Context: an optimization exercise on an open-source flow, tuned for small area and a short achievable clock period. The choices shown serve that exercise and are no tape-out recipe.
In this exercise RTL edits were held to simulation tests only and were not proved equivalent to the original.
Power is estimated from default activity; no workload was simulated.

Setup of S:
==> flow/design.v <==
module alu_top (
    input             clk,
    input      [7:0]  a_in,
    input      [7:0]  b_in,
    input      [3:0]  command_in,
    input             oe,
    output reg [15:0] d_out
);
    reg [7:0] a_q, b_q;
    reg [3:0] cmd_q;
    reg       oe_q;
    wire [15:0] alu_out;
    always @(posedge clk) begin
        a_q   <= a_in;
        b_q   <= b_in;
        cmd_q <= command_in;
        oe_q  <= oe;
        d_out <= alu_out;
    end
    alu u_alu (.a_in(a_q), .b_in(b_q), .command_in(cmd_q), .oe(oe_q), .d_out(alu_out));
endmodule

module alu ( input [7:0]a_in,b_in,input [3:0]command_in,input oe,output [15:0]d_out);
	wire [15:0] prod;
	wire [7:0] q;
	mul u_mul (.a(a_in), .b(b_in), .p(prod));
	div u_div (.a(a_in), .b(b_in), .q(q));
	wire [7:0] a = a_in;
	wire [7:0] b = b_in;
	wire [3:0] c = command_in;
	wire [15:0] dc = 16'd1 << c;
	wire t00 = dc[2] | dc[3] | dc[11] | dc[12] | dc[14];
	wire t01 = dc[0] | dc[3] | dc[11] | dc[13];
	wire t10 = dc[2] | dc[3] | dc[6] | dc[12] | dc[14];
	wire t11 = dc[0] | dc[3] | dc[6] | dc[11] | dc[12] | dc[13];
	wire cen = dc[0] | dc[1] | dc[2] | dc[3] | dc[6];
	wire cin = dc[1] | dc[2];
	wire [7:0] y;
	wire [8:0] cy;
	wire [7:0] sum;
	assign cy[0] = cin;
	genvar k;
	generate
		for (k = 0; k < 8; k = k + 1) begin : g_add
			assign y[k] = a[k] ? (b[k] ? t11 : t10) : (b[k] ? t01 : t00);
			wire ck = (k == 0) ? cy[0] : (cy[k] & cen);
			assign sum[k] = a[k] ^ y[k] ^ ck;
			assign cy[k+1] = (a[k] & y[k]) | (ck & (a[k] ^ y[k]));
		end
	endgenerate
	wire bz = ~(|b);
	wire az = ~(|a);
	wire s_sum = oe & (dc[0] | dc[1] | dc[2] | dc[3] | dc[6] | dc[11] | dc[12] | dc[13] | dc[14] | dc[15]);
	wire s_co  = oe & (dc[0] | dc[1] | dc[6]);
	wire s_sub = oe & (dc[2] | dc[3]);
	wire s_mul = oe & dc[4];
	wire s_div = oe & dc[5];
	wire s_shr = oe & dc[7];
	wire s_ff  = oe & (dc[11] | dc[12] | dc[14]);
	wire hi = s_ff | (s_sub & ~cy[8]) | (s_div & bz);
	wire b0 = oe & ((dc[8] & ~az & ~bz) | (dc[9] & ~(az & bz)) | (dc[10] & az));
	wire [7:0] lo = ({8{s_sum}} & sum) | ({8{s_mul}} & prod[7:0]) | ({8{s_div}} & q)
	              | ({8{s_shr}} & {1'b0, a[7:1]}) | {7'd0, b0};
	assign d_out[7:0] = lo;
	assign d_out[8] = hi | (s_mul & prod[8]) | (s_co & cy[8]);
	assign d_out[15:9] = {7{hi}} | ({7{s_mul}} & prod[15:9]);
endmodule
module fa (input x, y, z, output s, c);
	assign s = x ^ y ^ z;
	assign c = (x & y) | (z & (x ^ y));
endmodule
module ha (input x, y, output s, c);
	assign s = x ^ y;
	assign c = x & y;
endmodule
module mul (input [7:0] a, b, output [15:0] p);
	wire [7:0] pp [0:7];
	genvar i, j;
	generate
		for (i = 0; i < 8; i = i + 1) begin : g_pp
			assign pp[i] = a & {8{b[i]}};
		end
	endgenerate
	wire [6:0] s [1:7];
	wire [6:0] c [1:7];
	generate
		for (j = 0; j < 7; j = j + 1) begin : g_r1
			ha h (.x(pp[0][j+1]), .y(pp[1][j]), .s(s[1][j]), .c(c[1][j]));
		end
		for (i = 2; i < 8; i = i + 1) begin : g_row
			for (j = 0; j < 7; j = j + 1) begin : g_col
				wire top = (j == 6) ? pp[i-1][7] : s[i-1][j+1];
				fa f (.x(top), .y(pp[i][j]), .z(c[i-1][j]), .s(s[i][j]), .c(c[i][j]));
			end
		end
	endgenerate
	assign p[0] = pp[0][0];
	generate
		for (i = 1; i < 8; i = i + 1) begin : g_lo
			assign p[i] = s[i][0];
		end
	endgenerate
	wire [7:0] rc;
	ha hf (.x(s[7][1]), .y(c[7][0]), .s(p[8]), .c(rc[0]));
	generate
		for (j = 1; j < 7; j = j + 1) begin : g_fin
			wire top = (j == 6) ? pp[7][7] : s[7][j+1];
			fa f (.x(top), .y(c[7][j]), .z(rc[j-1]), .s(p[8+j]), .c(rc[j]));
		end
	endgenerate
	assign p[15] = rc[6];
endmodule
module div (input [7:0] a, b, output [7:0] q);
	wire [9:0] b1 = {2'b00, b};
	wire [9:0] b2 = {1'b0, b, 1'b0};
	wire [9:0] b3 = b1 + b2;
	wire [7:0] rem [0:4];
	assign rem[4] = 8'd0;
	genvar k;
	generate
		for (k = 3; k >= 0; k = k - 1) begin : g_st
			localparam I = 2*k;
			localparam W = 8 - I;
			wire [W-1:0] t;
			if (W == 2) begin : g_t2
				assign t = a[I+1:I];
			end else begin : g_tn
				assign t = {rem[k+1][W-3:0], a[I+1:I]};
			end
			wire [10:0] d1 = {11'd0, t} - {1'b0, b1};
			wire [10:0] d2 = {11'd0, t} - {1'b0, b2};
			wire [10:0] d3 = {11'd0, t} - {1'b0, b3};
			wire ge1 = ~d1[10], ge2 = ~d2[10], ge3 = ~d3[10];
			assign q[I+1] = ge2;
			assign q[I] = ge3 | (ge1 & ~ge2);
			wire [W-1:0] r = ge3 ? d3[W-1:0] : ge2 ? d2[W-1:0] : ge1 ? d1[W-1:0] : t;
			if (W == 8) begin : g_r8
				assign rem[k] = r;
			end else begin : g_rn
				assign rem[k] = {{(8-W){1'b0}}, r};
			end
		end
	endgenerate
endmodule
clock: 24.0 ns
lec_check: 0
abc_area: 1
cap_margin: 20
core_margin: 2
core_utilization: 40
slew_margin: 20
run.sh (not shown) runs the stock make flow with config.mk's settings and CLKGATE_MAP_FILE= SYNTH_SCRIPT=/design/flow/synth_recipe.tcl, a recipe that flattens the netlist after the stock synthesis.
## Diff of input files: T against S
==> flow/design.v, changed modules only <==
module alu ( input [7:0]a_in,b_in,input [3:0]command_in,input oe,output [15:0]d_out);
	wire [15:0] prod;
	wire [7:0] q;
	mul u_mul (.a(a_in), .b(b_in), .p(prod));
	div u_div (.a(a_in), .b(b_in), .q(q));
	wire [7:0] a = a_in;
	wire [7:0] b = b_in;
	wire [3:0] c = command_in;
	wire s_ar  = oe & (c[3:2] == 2'b00);
	wire s_add = oe & (c[3:1] == 3'b000);
	wire s_sub = oe & (c[3:1] == 3'b001);
	wire s_mul = oe & (c == 4'd4);
	wire s_div = oe & (c == 4'd5);
	wire s_shl = oe & (c == 4'd6);
	wire s_shr = oe & (c == 4'd7);
	wire s_and = oe & (c == 4'd8);
	wire s_or  = oe & (c == 4'd9);
	wire s_inv = oe & (c == 4'd10);
	wire s_ff  = oe & ((c == 4'd11) | (c == 4'd12) | (c == 4'd14));
	wire t00 = oe & ((c == 4'd11) | (c == 4'd12) | (c == 4'd14));
	wire t01 = oe & ((c == 4'd11) | (c == 4'd13));
	wire t10 = oe & ((c == 4'd11) | (c == 4'd13) | (c == 4'd15));
	wire t11 = oe & ((c == 4'd14) | (c == 4'd15));
	wire [7:0] y   = c[0] ? {8{c[1]}} : (b ^ {8{c[1]}});
	wire       cin = c[1] ^ c[0];
	wire [8:0] sum = {1'b0, a} + {1'b0, y} + {8'd0, cin};
	wire bz = ~(|b);
	wire az = ~(|a);
	wire hi = s_ff | (s_sub & ~sum[8]) | (s_div & bz);
	wire [7:0] lg = ({8{t00}} & ~a & ~b) | ({8{t01}} & ~a & b) | ({8{t10}} & a & ~b) | ({8{t11}} & a & b);
	wire [7:0] lo = ({8{s_ar}} & sum[7:0]) | ({8{s_mul}} & prod[7:0]) | ({8{s_div}} & q)
	              | ({8{s_shl}} & {a[6:0], 1'b0}) | ({8{s_shr}} & {1'b0, a[7:1]}) | lg
	              | {7'd0, (s_and & ~az & ~bz) | (s_or & ~(az & bz)) | (s_inv & az)};
	assign d_out[7:0] = lo;
	assign d_out[8] = hi | (s_mul & prod[8]) | (s_add & sum[8]) | (s_shl & a[7]);
	assign d_out[15:9] = {7{hi}} | ({7{s_mul}} & prod[15:9]);
endmodule
--- outcome ---
- For S, the launch point of the worst path was b_q[0], unlike T, where it was a_q[7].
- Summary of T over S: sequential power share now sits lower, global-route usage down 0.45 points, distinct cell type count of the synthesized netlist +about 4.5%, xor-xnor portion of the synthesized cell area saw little to no change.
- Going from S to T, internal power +6.1%, final area +about 5.4%, share of final-layout standard cells stronger than drive strength 1 -0.21 points, final-layout clock buffer total ~0 delta.

-- static timing again, ports no longer ideal --
No port has a modelled driver above. Below, the same layouts with a new extraction and two added sets of constraints.
Step 1, drivers: a clkbuf_16 drives clk and a buf_2 each remaining input, both assumed.
Step 2 also shifts input and output timing later by t, the mid clock arrival at the registers, as if the neighbouring blocks saw the same clock.
a / b / c = no drivers / after step 1 / after step 2; a / b = the first two.
run	t (ns)	setup WS [ns]	hold slack, ns
S	0.333	16.602 / 16.602 / 16.602	0.616 / 0.616 / 0.616
T	0.324	16.531 / 16.531 / 16.531	0.610 / 0.610 / 0.610
After both steps setup and hold are still met in every run listed.
